From an optimization exercise on the open Yosys and OpenROAD flow, aimed at small area; shortcuts taken in it are not production practice.
Where RTL was checked, it was by simulation tests only, not by an equivalence proof against the original.

==> exp/delta <==
==> flow/design.v <==
`timescale 1ns/1ps
module top (output reg         uart_txd,
            output wire [63:0] data_out_64,
            output reg         data_out_done,
            input  wire        clk,
            input  wire        rst_n,
            input  wire [63:0] data_in_64,
            input  wire        manual_start,
            input  wire        uart_rxd);
    parameter CLK_F    = 50_000_000;
    parameter UART_BPS = 115200;
    parameter CLK_GOAL = CLK_F / UART_BPS;     
    function [8:0] lfsr;
        input integer n;
        integer i;
        begin
            lfsr = 9'd0;
            for (i = 0; i < n; i = i + 1)
                lfsr = {lfsr[7:0], ~(lfsr[8] ^ lfsr[4])};
        end
    endfunction
    localparam [8:0] ONE    = lfsr(1);
    localparam [8:0] LAST   = lfsr(CLK_GOAL - 1);
    localparam [8:0] SAMPLE = lfsr(CLK_GOAL / 2);
    reg        ms_1;         
    reg  [3:0] t_state;      
    reg [63:0] t_word;       
    reg        t_en, t_en0;  
    reg        t_end;        
    reg        t_flag;
    reg  [8:0] t_clk;
    reg  [3:0] t_cnt;
    reg  [7:0] t_data;
    reg        t_txd;
    wire [7:0] t_sel = {~t_state[2] &  t_state[3],
                        ~t_state[1] &  t_state[2],
                        ~t_state[0] &  t_state[1],
                         t_state[3] &  t_state[0],
                        ~t_state[3] &  t_state[2],
                        ~t_state[2] &  t_state[1],
                        ~t_state[1] &  t_state[0],
                        ~t_state[3] & ~t_state[0]};
    reg [7:0] t_byte;
    integer k;
    always @(*) begin
        t_byte = 8'd0;
        for (k = 0; k < 8; k = k + 1)
            t_byte = t_byte | (t_word[k*8 +: 8] & {8{t_sel[k]}});
    end
    wire t_next  = t_end || (manual_start && !ms_1);
    wire t_start = t_en && !t_en0;
    always @(posedge clk or negedge rst_n)
        if (!rst_n) begin
            ms_1    <= 1'b0;
            t_state <= 4'b1000;
            t_en    <= 1'b0;
            t_end   <= 1'b0;
            t_flag  <= 1'b0;
            t_cnt   <= 4'd0;
            t_txd   <= 1'b1;
            uart_txd <= 1'b1;
        end else begin
            ms_1  <= manual_start;
            t_en  <= t_next;
            t_end <= t_cnt == 4'd10 && t_clk == ONE;
            if (t_next)
                t_state <= {t_state[2:0], ~t_state[3]};
            if (t_start)
                t_flag <= 1'b1;
            else if (t_cnt == 4'd10)
                t_flag <= 1'b0;
            if (!t_flag)
                t_cnt <= 4'd0;
            else if (t_clk == LAST)
                t_cnt <= t_cnt + 4'd1;
            if (!t_flag)
                t_txd <= 1'b1;
            else case (t_cnt)
                4'd0: t_txd <= 1'b0;
                4'd1: t_txd <= t_data[0];
                4'd2: t_txd <= t_data[1];
                4'd3: t_txd <= t_data[2];
                4'd4: t_txd <= t_data[3];
                4'd5: t_txd <= t_data[4];
                4'd6: t_txd <= t_data[5];
                4'd7: t_txd <= t_data[6];
                4'd8: t_txd <= t_data[7];
                default: t_txd <= 1'b1;
            endcase
            uart_txd <= t_txd;
        end
    always @(posedge clk) begin
        t_en0 <= t_en;
        if (!t_flag || t_clk == LAST)
            t_clk <= 9'd0;
        else
            t_clk <= {t_clk[7:0], ~(t_clk[8] ^ t_clk[4])};
        if (t_next && t_sel[7])
            t_word <= data_in_64;
        if (t_start)
            t_data <= t_byte;
    end
    reg        rxd_1;
    reg        r_flag;
    reg  [8:0] r_clk;
    reg  [3:0] r_cnt;
    reg [63:0] r_shift;      
    reg [63:0] r_word;       
    reg        r_none;       
    reg  [3:0] r_state;      
    reg        done_1;       
    wire r_sample = r_clk == SAMPLE && r_cnt >= 4'd1 && r_cnt <= 4'd8;
    wire r_byte   = r_cnt == 4'd10 && r_clk == ONE;    
    wire r_load   = data_out_done && !done_1;
    always @(posedge clk or negedge rst_n)
        if (!rst_n) begin
            rxd_1   <= 1'b1;
            r_flag  <= 1'b0;
            r_cnt   <= 4'd0;
            r_state <= 4'd8;
            data_out_done <= 1'b0;
            r_none  <= 1'b1;
        end else begin
            rxd_1 <= uart_rxd;
            if (rxd_1 && !uart_rxd)
                r_flag <= 1'b1;
            else if (r_cnt == 4'd10)
                r_flag <= 1'b0;
            if (!r_flag)
                r_cnt <= 4'd0;
            else if (r_clk == LAST)
                r_cnt <= r_cnt + 4'd1;
            if (r_byte)
                r_state <= (r_state[3] || r_state[2:0] == 3'd7) ? 4'd0 : r_state + 4'd1;
            data_out_done <= r_state == 4'd7;
            if (r_load)
                r_none <= 1'b0;
        end
    always @(posedge clk) begin
        done_1 <= data_out_done;
        if (!r_flag || r_clk == LAST)
            r_clk <= 9'd0;
        else
            r_clk <= {r_clk[7:0], ~(r_clk[8] ^ r_clk[4])};
        if (r_sample)
            r_shift <= {~uart_rxd, r_shift[63:1]};
        if (r_load)
            r_word <= r_shift;
    end
    assign data_out_64 = ~(r_word | {64{r_none}});
endmodule
==> flow/flow/run.sh <==
#!/bin/bash
# Own layout flow: the standard flow (standard synthesis unchanged), with the port
# buffers made from the smallest buffer and clock tree synthesis without dummy loads.
# Each step's full log is in orfs/logs/; standard.sh's own output goes to standard.log.
set -euo pipefail
CTS="-sink_clustering_enable -repair_clock_nets -dont_use_dummy_load"
if [[ -f flow/cts_args ]]; then CTS="$(cat flow/cts_args)"; fi
bash standard.sh \
  "BUFFER_PORTS_ARGS=-buffer_cell sky130_fd_sc_hd__buf_1" \
  "CTS_ARGS=$CTS" \
  finish > standard.log 2>&1
==> flow/flow/cts_args <==
-sink_clustering_enable -repair_clock_nets -dont_use_dummy_load -buf_list sky130_fd_sc_hd__clkbuf_4 -sink_clustering_size 12 -sink_clustering_max_diameter 35
==> flow/standard.sh <==
#!/bin/bash
# synth_recipe.tcl (not shown) runs the flow's synth.tcl, then flattens the netlist and writes it again
# the make line also repeats each setting of config.mk as NAME=value (left out here)
make -C /OpenROAD-flow-scripts/flow DESIGN_CONFIG=/design/flow/config.mk WORK_HOME=/design/flow/orfs CLKGATE_MAP_FILE= SYNTH_SCRIPT=/design/flow/synth_recipe.tcl "${@:-finish}"
==> flow/config.mk <==
export PLATFORM = sky130hd
export DESIGN_NAME = top
export DESIGN_NICKNAME = top
export VERILOG_FILES = /design/flow/design.v
export SDC_FILE = /design/flow/constraint.sdc
export NUM_CORES = 4
export LEC_CHECK = 0
export CAP_MARGIN = 20
export CORE_MARGIN = 2
export CORE_UTILIZATION = 70
export SLEW_MARGIN = 20
==> flow/constraint.sdc <==
create_clock -name core_clock -period 20.0 [get_ports {clk}]
set_input_delay 4.0000 -clock core_clock [delete_from_list [all_inputs] [get_ports {clk}]]
set_output_delay 4.0000 -clock core_clock [all_outputs]
set_load 0.01 [all_outputs]
==> exp/pepper: changes against exp/delta <==
==> flow/design.v, changed modules only <==
module top (output reg         uart_txd,
            output wire [63:0] data_out_64,
            output reg         data_out_done,
            input  wire        clk,
            input  wire        rst_n,
            input  wire [63:0] data_in_64,
            input  wire        manual_start,
            input  wire        uart_rxd);
    parameter CLK_F    = 50_000_000;
    parameter UART_BPS = 115200;
    parameter CLK_GOAL = CLK_F / UART_BPS;     
    function [8:0] lfsr;
        input integer n;
        integer i;
        begin
            lfsr = 9'd0;
            for (i = 0; i < n; i = i + 1)
                lfsr = {lfsr[7:0], ~(lfsr[8] ^ lfsr[4])};
        end
    endfunction
    localparam [8:0] ONE    = lfsr(1);
    localparam [8:0] LAST   = lfsr(CLK_GOAL - 1);
    localparam [8:0] SAMPLE = lfsr(CLK_GOAL / 2);
    reg        ms_1;         
    reg  [2:0] t_state;      
    reg [63:0] t_word;       
    reg  [7:0] t_byte;       
    reg        t_en, t_en0, t_en1;
    reg        t_flag;
    reg  [8:0] t_clk;
    reg  [3:0] t_cnt;
    reg  [7:0] t_data;
    wire t_next  = (t_cnt == 4'd10 && t_clk == ONE) || (manual_start && !ms_1);
    wire t_start = t_en0 && !t_en1;
    always @(posedge clk or negedge rst_n)
        if (!rst_n) begin
            ms_1    <= 1'b0;
            t_state <= 3'd7;
            t_en    <= 1'b0;
            t_en0   <= 1'b0;
            t_en1   <= 1'b0;
            t_flag  <= 1'b0;
            t_clk   <= 9'd0;
            t_cnt   <= 4'd0;
            uart_txd <= 1'b1;
        end else begin
            ms_1  <= manual_start;
            t_en  <= t_next;
            t_en0 <= t_en;
            t_en1 <= t_en0;
            if (t_next)
                t_state <= t_state + 3'd1;
            if (t_start)
                t_flag <= 1'b1;
            else if (t_cnt == 4'd10)
                t_flag <= 1'b0;
            if (!t_flag) begin
                t_clk <= 9'd0;
                t_cnt <= 4'd0;
            end else if (t_clk != LAST) begin
                t_clk <= {t_clk[7:0], ~(t_clk[8] ^ t_clk[4])};
            end else begin
                t_clk <= 9'd0;
                t_cnt <= t_cnt + 4'd1;
            end
            if (!t_flag)
                uart_txd <= 1'b1;
            else case (t_cnt)
                4'd0: uart_txd <= 1'b0;
                4'd1: uart_txd <= t_data[0];
                4'd2: uart_txd <= t_data[1];
                4'd3: uart_txd <= t_data[2];
                4'd4: uart_txd <= t_data[3];
                4'd5: uart_txd <= t_data[4];
                4'd6: uart_txd <= t_data[5];
                4'd7: uart_txd <= t_data[6];
                4'd8: uart_txd <= t_data[7];
                default: uart_txd <= 1'b1;
            endcase
        end
    always @(posedge clk) begin
        if (t_next && t_state == 3'd7)
            t_word <= data_in_64;
        t_byte <= t_word[t_state*8 +: 8];
        if (t_start)
            t_data <= t_byte;
    end
    reg        rxd_1;
    reg        r_flag;
    reg  [8:0] r_clk;
    reg  [3:0] r_cnt;
    reg [63:0] r_shift;      
    reg [63:0] r_word;       
    reg        r_valid;      
    reg  [3:0] r_state;      
    reg        done_1;       
    wire r_sample = r_clk == SAMPLE && r_cnt >= 4'd1 && r_cnt <= 4'd8;
    wire r_byte   = r_cnt == 4'd10 && r_clk == ONE;    
    always @(posedge clk or negedge rst_n)
        if (!rst_n) begin
            rxd_1   <= 1'b1;
            r_flag  <= 1'b0;
            r_clk   <= 9'd0;
            r_cnt   <= 4'd0;
            r_state <= 4'd8;
            data_out_done <= 1'b0;
            done_1  <= 1'b0;
            r_valid <= 1'b0;
        end else begin
            rxd_1 <= uart_rxd;
            if (rxd_1 && !uart_rxd)
                r_flag <= 1'b1;
            else if (r_cnt == 4'd10)
                r_flag <= 1'b0;
            if (!r_flag) begin
                r_clk <= 9'd0;
                r_cnt <= 4'd0;
            end else if (r_clk != LAST) begin
                r_clk <= {r_clk[7:0], ~(r_clk[8] ^ r_clk[4])};
            end else begin
                r_clk <= 9'd0;
                r_cnt <= r_cnt + 4'd1;
            end
            if (r_byte)
                r_state <= (r_state[3] || r_state[2:0] == 3'd7) ? 4'd0 : r_state + 4'd1;
            data_out_done <= r_state == 4'd7;
            done_1 <= data_out_done;
            if (data_out_done && !done_1)
                r_valid <= 1'b1;
        end
    always @(posedge clk) begin
        if (r_sample)
            r_shift <= {~uart_rxd, r_shift[63:1]};
        if (data_out_done && !done_1)
            r_word <= r_shift;
    end
    assign data_out_64 = ~r_word & {64{r_valid}};
endmodule
==> flow/flow/cts_args (replaced) <==
-sink_clustering_enable -repair_clock_nets -dont_use_dummy_load -buf_list sky130_fd_sc_hd__clkbuf_4 -sink_clustering_size 10 -sink_clustering_max_diameter 40
Settings changed: CORE_UTILIZATION 70 to 60.
==> exp/garnet: changes against exp/delta <==
==> flow/design.v, changed modules only <==
module top (output reg         uart_txd,
            output wire [63:0] data_out_64,
            output reg         data_out_done,
            input  wire        clk,
            input  wire        rst_n,
            input  wire [63:0] data_in_64,
            input  wire        manual_start,
            input  wire        uart_rxd);
    parameter CLK_F    = 50_000_000;
    parameter UART_BPS = 115200;
    parameter CLK_GOAL = CLK_F / UART_BPS;     
    function [8:0] lfsr;
        input integer n;
        integer i;
        begin
            lfsr = 9'd0;
            for (i = 0; i < n; i = i + 1)
                lfsr = {lfsr[7:0], ~(lfsr[8] ^ lfsr[4])};
        end
    endfunction
    localparam [8:0] ONE    = lfsr(1);
    localparam [8:0] LAST   = lfsr(CLK_GOAL - 1);
    localparam [8:0] SAMPLE = lfsr(CLK_GOAL / 2);
    reg        ms_1;         
    reg  [2:0] t_state;      
    reg [63:8] t_word;       
    reg        t_en;         
    reg        t_end1, t_end;  
    reg        t_flag;
    reg  [8:0] t_clk;
    reg  [3:0] t_cnt;
    reg  [7:0] t_data;
    reg        t_txd, t_txd1;
    wire [7:0] t_sel = 8'd1 << t_state;
    reg [7:0] t_byte;
    integer k;
    always @(*) begin
        t_byte = data_in_64[7:0] & {8{t_sel[7]}};
        for (k = 0; k < 7; k = k + 1)
            t_byte = t_byte | (t_word[k*8+8 +: 8] & {8{t_sel[k]}});
    end
    wire t_next  = t_end || (manual_start && !ms_1);
    wire t_start = t_next && !t_en;
    always @(posedge clk or negedge rst_n)
        if (!rst_n) begin
            ms_1    <= 1'b0;
            t_state <= 3'd7;
            t_en    <= 1'b0;
            t_end1  <= 1'b0;
            t_end   <= 1'b0;
            t_flag  <= 1'b0;
            t_cnt   <= 4'd0;
            t_txd   <= 1'b1;
            t_txd1  <= 1'b1;
            uart_txd <= 1'b1;
        end else begin
            ms_1   <= manual_start;
            t_en   <= t_next;
            t_end1 <= t_cnt == 4'd10 && t_clk == ONE;
            t_end  <= t_end1;
            if (t_next)
                t_state <= t_state + 3'd1;
            if (t_start)
                t_flag <= 1'b1;
            else if (t_cnt == 4'd10)
                t_flag <= 1'b0;
            if (!t_flag)
                t_cnt <= 4'd0;
            else if (t_clk == LAST)
                t_cnt <= t_cnt + 4'd1;
            if (!t_flag)
                t_txd <= 1'b1;
            else case (t_cnt)
                4'd0: t_txd <= 1'b0;
                4'd1: t_txd <= t_data[0];
                4'd2: t_txd <= t_data[1];
                4'd3: t_txd <= t_data[2];
                4'd4: t_txd <= t_data[3];
                4'd5: t_txd <= t_data[4];
                4'd6: t_txd <= t_data[5];
                4'd7: t_txd <= t_data[6];
                4'd8: t_txd <= t_data[7];
                default: t_txd <= 1'b1;
            endcase
            t_txd1   <= t_txd;
            uart_txd <= t_txd1;
        end
    always @(posedge clk) begin
        if (!t_flag || t_clk == LAST)
            t_clk <= 9'd0;
        else
            t_clk <= {t_clk[7:0], ~(t_clk[8] ^ t_clk[4])};
        if (t_next && t_sel[7])
            t_word <= data_in_64[63:8];
        if (t_start)
            t_data <= t_byte;
    end
    reg        rxd_1;
    reg        r_flag;
    reg  [8:0] r_clk;
    reg  [3:0] r_cnt;
    reg [63:0] r_shift;      
    reg [63:0] r_word;       
    reg        r_none;       
    reg  [3:0] r_state;      
    reg        done_1;       
    wire r_sample = r_clk == SAMPLE && r_cnt >= 4'd1 && r_cnt <= 4'd8;
    wire r_byte   = r_cnt == 4'd10 && r_clk == ONE;    
    wire r_load   = data_out_done && !done_1;
    always @(posedge clk or negedge rst_n)
        if (!rst_n) begin
            rxd_1   <= 1'b1;
            r_flag  <= 1'b0;
            r_cnt   <= 4'd0;
            r_state <= 4'd8;
            data_out_done <= 1'b0;
            r_none  <= 1'b1;
        end else begin
            rxd_1 <= uart_rxd;
            if (rxd_1 && !uart_rxd)
                r_flag <= 1'b1;
            else if (r_cnt == 4'd10)
                r_flag <= 1'b0;
            if (!r_flag)
                r_cnt <= 4'd0;
            else if (r_clk == LAST)
                r_cnt <= r_cnt + 4'd1;
            if (r_byte)
                r_state <= (r_state[3] || r_state[2:0] == 3'd7) ? 4'd0 : r_state + 4'd1;
            data_out_done <= r_state == 4'd7;
            if (r_load)
                r_none <= 1'b0;
        end
    always @(posedge clk) begin
        done_1 <= data_out_done;
        if (!r_flag || r_clk == LAST)
            r_clk <= 9'd0;
        else
            r_clk <= {r_clk[7:0], ~(r_clk[8] ^ r_clk[4])};
        if (r_sample)
            r_shift <= {~uart_rxd, r_shift[63:1]};
        if (r_load)
            r_word <= r_shift;
    end
    assign data_out_64 = ~(r_word | {64{r_none}});
endmodule
==> flow/flow/run.sh (replaced) <==
#!/bin/bash
# Own layout flow: the standard flow, with these changes:
#  - synthesis is the standard one (same script, same registers), except that
#    half/full adders are not extracted before ABC and ABC maps the logic with
#    an area-oriented script (flow/abc_area.script) instead of the speed script;
#  - the port buffers use the smallest buffer cell;
#  - clock tree synthesis inserts no dummy loads (options in flow/cts_args).
# standard.sh's output goes to standard.log; every step's full log is in orfs/logs/.
set -euo pipefail
WORK=$PWD
CTS="-sink_clustering_enable -repair_clock_nets -dont_use_dummy_load"
if [[ -f flow/cts_args ]]; then CTS="$(cat flow/cts_args)"; fi
cat > flow_synth.tcl <<EOT
proc extract_fa {args} { puts "flow: adder extraction skipped" }
proc abc {args} {
  set i [lsearch \$args -script]
  if {\$i >= 0} {
    set args [lreplace \$args [expr {\$i + 1}] [expr {\$i + 1}] $WORK/flow/abc_area.script]
  }
  yosys abc {*}\$args
}
source $WORK/synth_recipe.tcl
EOT
sed "s#SYNTH_SCRIPT=[^ ]*#SYNTH_SCRIPT=$WORK/flow_synth.tcl#" standard.sh > flow_standard.sh
grep -q "SYNTH_SCRIPT=$WORK/flow_synth.tcl" flow_standard.sh
bash flow_standard.sh \
  "BUFFER_PORTS_ARGS=-buffer_cell sky130_fd_sc_hd__buf_1" \
  "CTS_ARGS=$CTS" \
  finish > standard.log 2>&1
==> flow/flow/abc_area.script (new file) <==
&get -n
&st
&dch
&nf -R 1000
&st
&dch
&nf -R 1000
&put
==> flow/flow/cts_args (replaced) <==
-sink_clustering_enable -repair_clock_nets -dont_use_dummy_load -buf_list sky130_fd_sc_hd__clkbuf_8 -root_buf sky130_fd_sc_hd__clkbuf_4 -tree_buf sky130_fd_sc_hd__clkbuf_4 -sink_clustering_size 20 -sink_clustering_max_diameter 80
Settings changed: CORE_UTILIZATION 70 to 60.
==> metrics.yaml <==
die:
  start_util: 0.723
  core.rowCount: 40
final_layout:
  fillers: 720
  reg.largest.list: "r_shift: 64 flops, r_word: 64 flops, t_word: 64 flops"
  design.seq.count: 246
route:
  drt_iter0_drc: 383
  via_per_inst: 5.56
run_status:
  run_status: "complete, no violations"
placed_design:
  dp.cells: 816
clock_tree:
  cts-buffers-inserted: 35
That was exp/delta.
==> metrics.yaml <==
final_layout:
  fillers: 1026
  reg.largest.list: "r_shift: 64 flops, r_word: 64 flops, t_word: 64 flops"
  design.seq.count: 252
run_status:
  run_status: "complete, no violations"
die:
  core.rowCount: 45
  start_util: 0.607
route:
  via_per_inst: 5.29
  drt_iter0_drc: 248
placed_design:
  dp.cells: 795
That was exp/pepper.
==> metrics.yaml <==
run_status:
  run_status: "complete, no violations"
placed_design:
  dp.cells: 770
route:
  drt_iter0_drc: 465
  via_per_inst: 5.39
die:
  start_util: 0.610
That was exp/garnet.
No functional check of the RTL was part of exp/pepper.

==> afterwards: timing with drivers on the ports <==
In the flow no input, the clock included, has a driving cell. The finished layouts below were timed again as built, in two steps.
Step 1, drivers: a clkbuf_16 drives clk and a buf_2 each remaining input, both assumed.
Step 2, shift: input delay + t, output delay - t, t = (earliest + latest rising clock arrival at the registers) / 2. This alone moves slack from input paths to output paths.
Three values: ideal, step 1, step 2; two values: the first two.
run	shift t [ns]	setup WS [ns]	worst data-port slew with drivers (ns)	pins driven straight from the clock port
exp/delta	0.575	14.121 / 14.087 / 13.882	0.06	1
exp/pepper	0.662	13.964 / 13.933 / 14.442	0.06	1
exp/garnet	0.589	14.137 / 14.102 / 14.345	0.04	1
After both steps every run listed still meets setup and hold. The setup slack of exp/delta, which loses most, moves by -0.034 ns with the drivers and by -0.239 ns with both steps.
